This is an optimization exercise on Yosys and OpenROAD, whose aim is small area, not a production implementation.
Function was checked by simulation only, so behaviour that the tests miss may differ from the original.
The clock port is modelled as an ideal driver, which makes a skipped or thinned clock tree look cheaper than it is; a real chip needs a root buffer or a tree.

Setup of west:
==> module glitchhammer, before the edit <==
module glitchhammer(clk, reset, priv_scl, priv_sda, main_scl, main_sda,
					dac_level, pulldown_trans);
	input clk, reset;
	input priv_scl, priv_sda, main_scl, main_sda;
	output [7:0] dac_level;
	output pulldown_trans;
	wire p_rdy, p_first, p_sample, m_rdy, m_first, m_sample;
	wire [3:0] pn, mn;
	gh_listen lp(clk, reset, priv_scl, priv_sda, p_rdy, p_first, p_sample, pn);
	gh_listen lm(clk, reset, main_scl, main_sda, m_rdy, m_first, m_sample, mn);
	reg pm;
	wire [1:0] tj;
	wire pe = (tj == 2'd0) ? ((pn == 4'd0) | (pn == 4'd5)) :
	          (tj == 2'd1) ? (pn == 4'd7) : (pn[3:2] == 2'b01);
	always @(posedge clk) if (p_sample) pm <= (p_first | pm) & (priv_sda == pe);
	reg z;
	always @(posedge clk) if (m_sample) z <= (m_first | z) & ~main_sda;
	localparam INIT = 3'd0, DC = 3'd1, LI = 3'd2, W = 3'd3, C = 3'd4,
	           CH1 = 3'd5, CH2 = 3'd6, R7B = 3'd7;
	reg [2:0] st;
	reg x;
	reg [13:0] cnt;
	wire priv = cnt[8];
	wire rdy = priv ? p_rdy : m_rdy;
	wire match = priv ? pm : z;
	wire d0 = |cnt[13:9];
	wire d1 = &{cnt[13:10], cnt[8:7], cnt[4:2], cnt[0]};
	wire fin = cnt[9] & cnt[5] & cnt[1];
	wire s_init = (st == INIT), s_dc = (st == DC), s_li = (st == LI),
	     s_w = (st == W), s_c = (st == C), s_ch1 = (st == CH1), s_ch2 = (st == CH2),
	     s_r7b = (st == R7B);
	assign tj = ((s_w | s_c) & priv) ? cnt[1:0] : 2'd0;
	wire nz = x | (s_ch1 & d0) | s_ch2;
	wire b = (s_ch2 & ~fin) | s_r7b;
	wire a = nz & ~b;
	assign dac_level = {a, b, b, b, nz, a, nz, b};
	assign pulldown_trans = ~nz;
	always @(posedge clk) begin
		if (reset) st <= b ? R7B : INIT;
		else case (st)
			INIT, R7B: st <= DC;
			DC: st <= LI;
			LI: st <= W;
			W: if (rdy) st <= C;
			C: if (!match) st <= DC;
			   else if (priv & cnt[1]) st <= CH1;
			   else st <= W;
			CH1: if (d1) st <= CH2;
			CH2: if (fin & ~x) st <= DC;
			default: st <= INIT;
		endcase
	end
	wire inc = ~s_w & ~(s_c & priv & cnt[1]) & ~(s_ch2 & fin);
	always @(posedge clk)
		cnt <= s_li ? (x ? 14'd9 : 14'd256) : cnt + {13'd0, inc};
	always @(posedge clk)
		x <= reset ? nz : ~(s_init | s_r7b) & (x | (s_ch2 & fin));
endmodule
export LEC_CHECK = 0
export CAP_MARGIN = 20
export CORE_MARGIN = 2
export CORE_UTILIZATION = 40
export PLACE_DENSITY = 0.9
export SLEW_MARGIN = 20
create_clock -name core_clock -period 5.0 [get_ports {clk}]
standard.sh (not shown) runs the stock make flow with config.mk's settings and CLKGATE_MAP_FILE= SYNTH_SCRIPT=/design/flow/synth_recipe.tcl, a recipe that flattens the netlist after the stock synthesis.
==> flow/flow/run.sh <==
#!/bin/bash
# Layout flow: the standard flow, with
#  - the combinational logic of the standard synthesis re-mapped by ABC for
#    area (a few seeds tried in parallel, the smallest kept); every register
#    cell stays exactly as the standard synthesis made it,
#  - minimum-size port buffers,
#  - a clock tree of one small root buffer and a few leaf buffers
#    (clocktree.tcl, run after CTS).
# Each tool's output goes to a log file in the work folder.
set -euo pipefail
W=$(pwd)
F=$W/flow
R=$W/orfs/results/$FLOW_PLATFORM/glitchhammer/base
LIB=$FLOW_HOME/platforms/sky130hd/lib/sky130_fd_sc_hd__tt_025C_1v80.lib

# 1. the standard synthesis
bash standard.sh synth > $W/synth.log 2>&1

# 2. area re-mapping of the combinational logic
cp $R/1_2_yosys.v $W/std_1_2_yosys.v
SEQ=$(grep -oE "sky130_fd_sc_hd__\w+" $W/std_1_2_yosys.v | sort -u | grep -E "__(e?s?df|dl|sdf|edf)" | tr '\n' ' ')
regs() { grep -E "^\s*sky130_fd_sc_hd__(e?s?df|dl|sdf|edf)" "$1" | sort; }
for S in 0 1 2 3; do
  sed "s/@SEED@/$S/" $F/area.abc > $W/area_$S.abc
  cat > $W/remap_$S.ys <<EOY
read_liberty -ignore_miss_func $LIB
read_verilog $W/std_1_2_yosys.v
hierarchy -top $FLOW_TOP
setattr -mod -set keep_hierarchy 1 $SEQ
flatten
opt -purge
abc -liberty $LIB -dont_use *probe* -dont_use *lpflow* -script $W/area_$S.abc
opt_clean -purge
hilomap -singleton -hicell sky130_fd_sc_hd__conb_1 HI -locell sky130_fd_sc_hd__conb_1 LO
opt_clean -purge
splitnets
opt_clean -purge
stat -liberty $LIB
select $FLOW_TOP
write_verilog -noattr -nohex -nodec -selected $W/remap_all_$S.v
EOY
  ( yosys -s $W/remap_$S.ys > $W/remap_$S.log 2>&1 || true ) &
done
wait
best=""; best_area=""
for S in 0 1 2 3; do
  [[ -f $W/remap_all_$S.v ]] || continue
  awk -v top="$FLOW_TOP" '$0 ~ "^module "top"\\(" {p=1} p {print} /^endmodule/ {if (p) exit}' $W/remap_all_$S.v > $W/remap_$S.v
  a=$( (grep "Chip area for top module" $W/remap_$S.log || true) | tail -1 | awk '{print $NF}')
  if [[ -n "$a" ]] && diff <(regs $W/std_1_2_yosys.v) <(regs $W/remap_$S.v) > /dev/null; then
    echo "seed $S: area $a" >> $W/remap_pick.log
    if [[ -z "$best" ]] || awk -v a="$a" -v b="$best_area" 'BEGIN {exit !(a < b)}'; then best=$S; best_area=$a; fi
  else
    echo "seed $S: not used" >> $W/remap_pick.log
  fi
done
if [[ -n "$best" ]]; then
  echo "using seed $best" >> $W/remap_pick.log
  cp $W/remap_$best.v $R/1_2_yosys.v
  rm -f $R/1_synth.odb
else
  echo "no re-mapping kept; using the standard netlist" >> $W/remap_pick.log
fi

# 3. the rest of the standard flow
bash standard.sh \
  BUFFER_PORTS_ARGS="-buffer_cell sky130_fd_sc_hd__buf_1" \
  CTS_ARGS="-sink_clustering_enable -repair_clock_nets -dont_use_dummy_load -sink_clustering_size 60 -sink_clustering_max_diameter 300 -buf_list sky130_fd_sc_hd__clkbuf_8 -root_buf sky130_fd_sc_hd__clkbuf_8" \
  POST_CTS_TCL=$F/clocktree.tcl \
  CLK_TREE_SLEW_PS=112 \
  CLK_TREE_CHOICES="0::clkbuf_16 2:buf_8:clkbuf_2 3:buf_6:clkbuf_1 3:buf_6:clkbuf_2 2:buf_12:clkbuf_1 3:clkbuf_8:clkbuf_2 4:clkbuf_8:clkbuf_2" \
  GPL_TIMING_DRIVEN=0 \
  finish > $W/layout.log 2>&1
Other scripts of this flow, unchanged in this note and not shown: flow/flow/area.abc, flow/flow/clocktree.tcl
The inputs of middle differ from those of west as listed below.
==> flow/design.v, changed modules only <==
module glitchhammer(clk, reset, priv_scl, priv_sda, main_scl, main_sda,
					dac_level, pulldown_trans);
	input clk, reset;
	input priv_scl, priv_sda, main_scl, main_sda;
	output [7:0] dac_level;
	output pulldown_trans;
	wire p_rdy, p_first, p_sample, m_rdy, m_first, m_sample;
	wire [3:0] pn, mn;
	gh_listen lp(clk, reset, priv_scl, priv_sda, p_rdy, p_first, p_sample, pn);
	gh_listen lm(clk, reset, main_scl, main_sda, m_rdy, m_first, m_sample, mn);
	reg pm;
	wire [1:0] tj;
	wire pe = (tj == 2'd0) ? ((pn == 4'd0) | (pn == 4'd5)) :
	          (tj == 2'd1) ? (pn == 4'd7) : (pn[3:2] == 2'b01);
	always @(posedge clk) pm <= (pm & ~p_sample) | (p_sample & (p_first | pm) & (priv_sda == pe));
	reg z;
	always @(posedge clk) z <= (z & ~m_sample) | (m_sample & (m_first | z) & ~main_sda);
	localparam INIT = 3'd0, DC = 3'd1, LI = 3'd2, W = 3'd3, C = 3'd4,
	           CH1 = 3'd5, CH2 = 3'd6, R7B = 3'd7;
	reg [2:0] st;
	reg x;
	reg [13:0] cnt;
	wire priv = cnt[8];
	wire rdy = priv ? p_rdy : m_rdy;
	wire match = priv ? pm : z;
	wire d0 = |cnt[13:9];
	wire d1 = &{cnt[13:10], cnt[8:7], cnt[4:2], cnt[0]};
	wire fin = cnt[9] & cnt[5] & cnt[1];
	wire s_init = (st == INIT), s_dc = (st == DC), s_li = (st == LI),
	     s_w = (st == W), s_c = (st == C), s_ch1 = (st == CH1), s_ch2 = (st == CH2),
	     s_r7b = (st == R7B);
	assign tj = ((s_w | s_c) & priv) ? cnt[1:0] : 2'd0;
	wire nz = x | (s_ch1 & d0) | s_ch2;
	wire b = (s_ch2 & ~fin) | s_r7b;
	wire a = nz & ~b;
	assign dac_level = {a, b, b, b, nz, a, nz, b};
	assign pulldown_trans = ~nz;
	reg [2:0] st_n;
	always @* begin
		case (st)
			INIT, R7B: st_n = DC;
			DC: st_n = LI;
			LI: st_n = W;
			W: st_n = rdy ? C : W;
			C: st_n = !match ? DC : (priv & cnt[1]) ? CH1 : W;
			CH1: st_n = d1 ? CH2 : CH1;
			CH2: st_n = (fin & ~x) ? DC : CH2;
			default: st_n = INIT;
		endcase
	end
	always @(posedge clk) st <= reset ? (b ? R7B : INIT) : st_n;
	wire inc = ~s_w & ~(s_c & priv & cnt[1]) & ~(s_ch2 & fin);
	always @(posedge clk)
		cnt <= s_li ? (x ? 14'd9 : 14'd256) : cnt + {13'd0, inc};
	always @(posedge clk)
		x <= reset ? nz : ~(s_init | s_r7b) & (x | (s_ch2 & fin));
endmodule
Between west and middle, the final design instance area without fill figures differ only marginally.
Status: filler cell count in the final layout parity (west, middle)
Going from west to middle, total met3 wirelength after detailed routing grew by a few percent.
Comparing west and middle, the lower total detailed-routing wirelength was measured on west.
middle vs. west: share of cell area taken by multi-input logic gates grew by 3.6 points, final core area utilization held steady.
No run of this note takes its clock network from TritonCTS; it comes from the design's own scripts or RTL.

-- afterwards: timing with drivers on the ports --
The flow's constraints put no driver on any port. The routed layouts listed below were extracted and timed again, unchanged, in two steps.
Step 1, drivers: a clkbuf_16 drives clk and a buf_2 each remaining input, both assumed.
Step 2 moves the port delays by t, midway between the first and last clock arrival at a register: inputs arrive t later, outputs are due t later. That takes back most of the time a late clock gives input paths.
a / b / c = ideal ports / drivers / drivers and shift; a / b = the first two.
run	t, ns	setup slack, ns	clock arrival spread, ns
west	0.357	1.537 / 1.537 / 1.537	0.004 / 0.004
middle	0.484	1.685 / 1.685 / 1.685	0.028 / 0.029
After both steps every run listed still meets setup and hold.
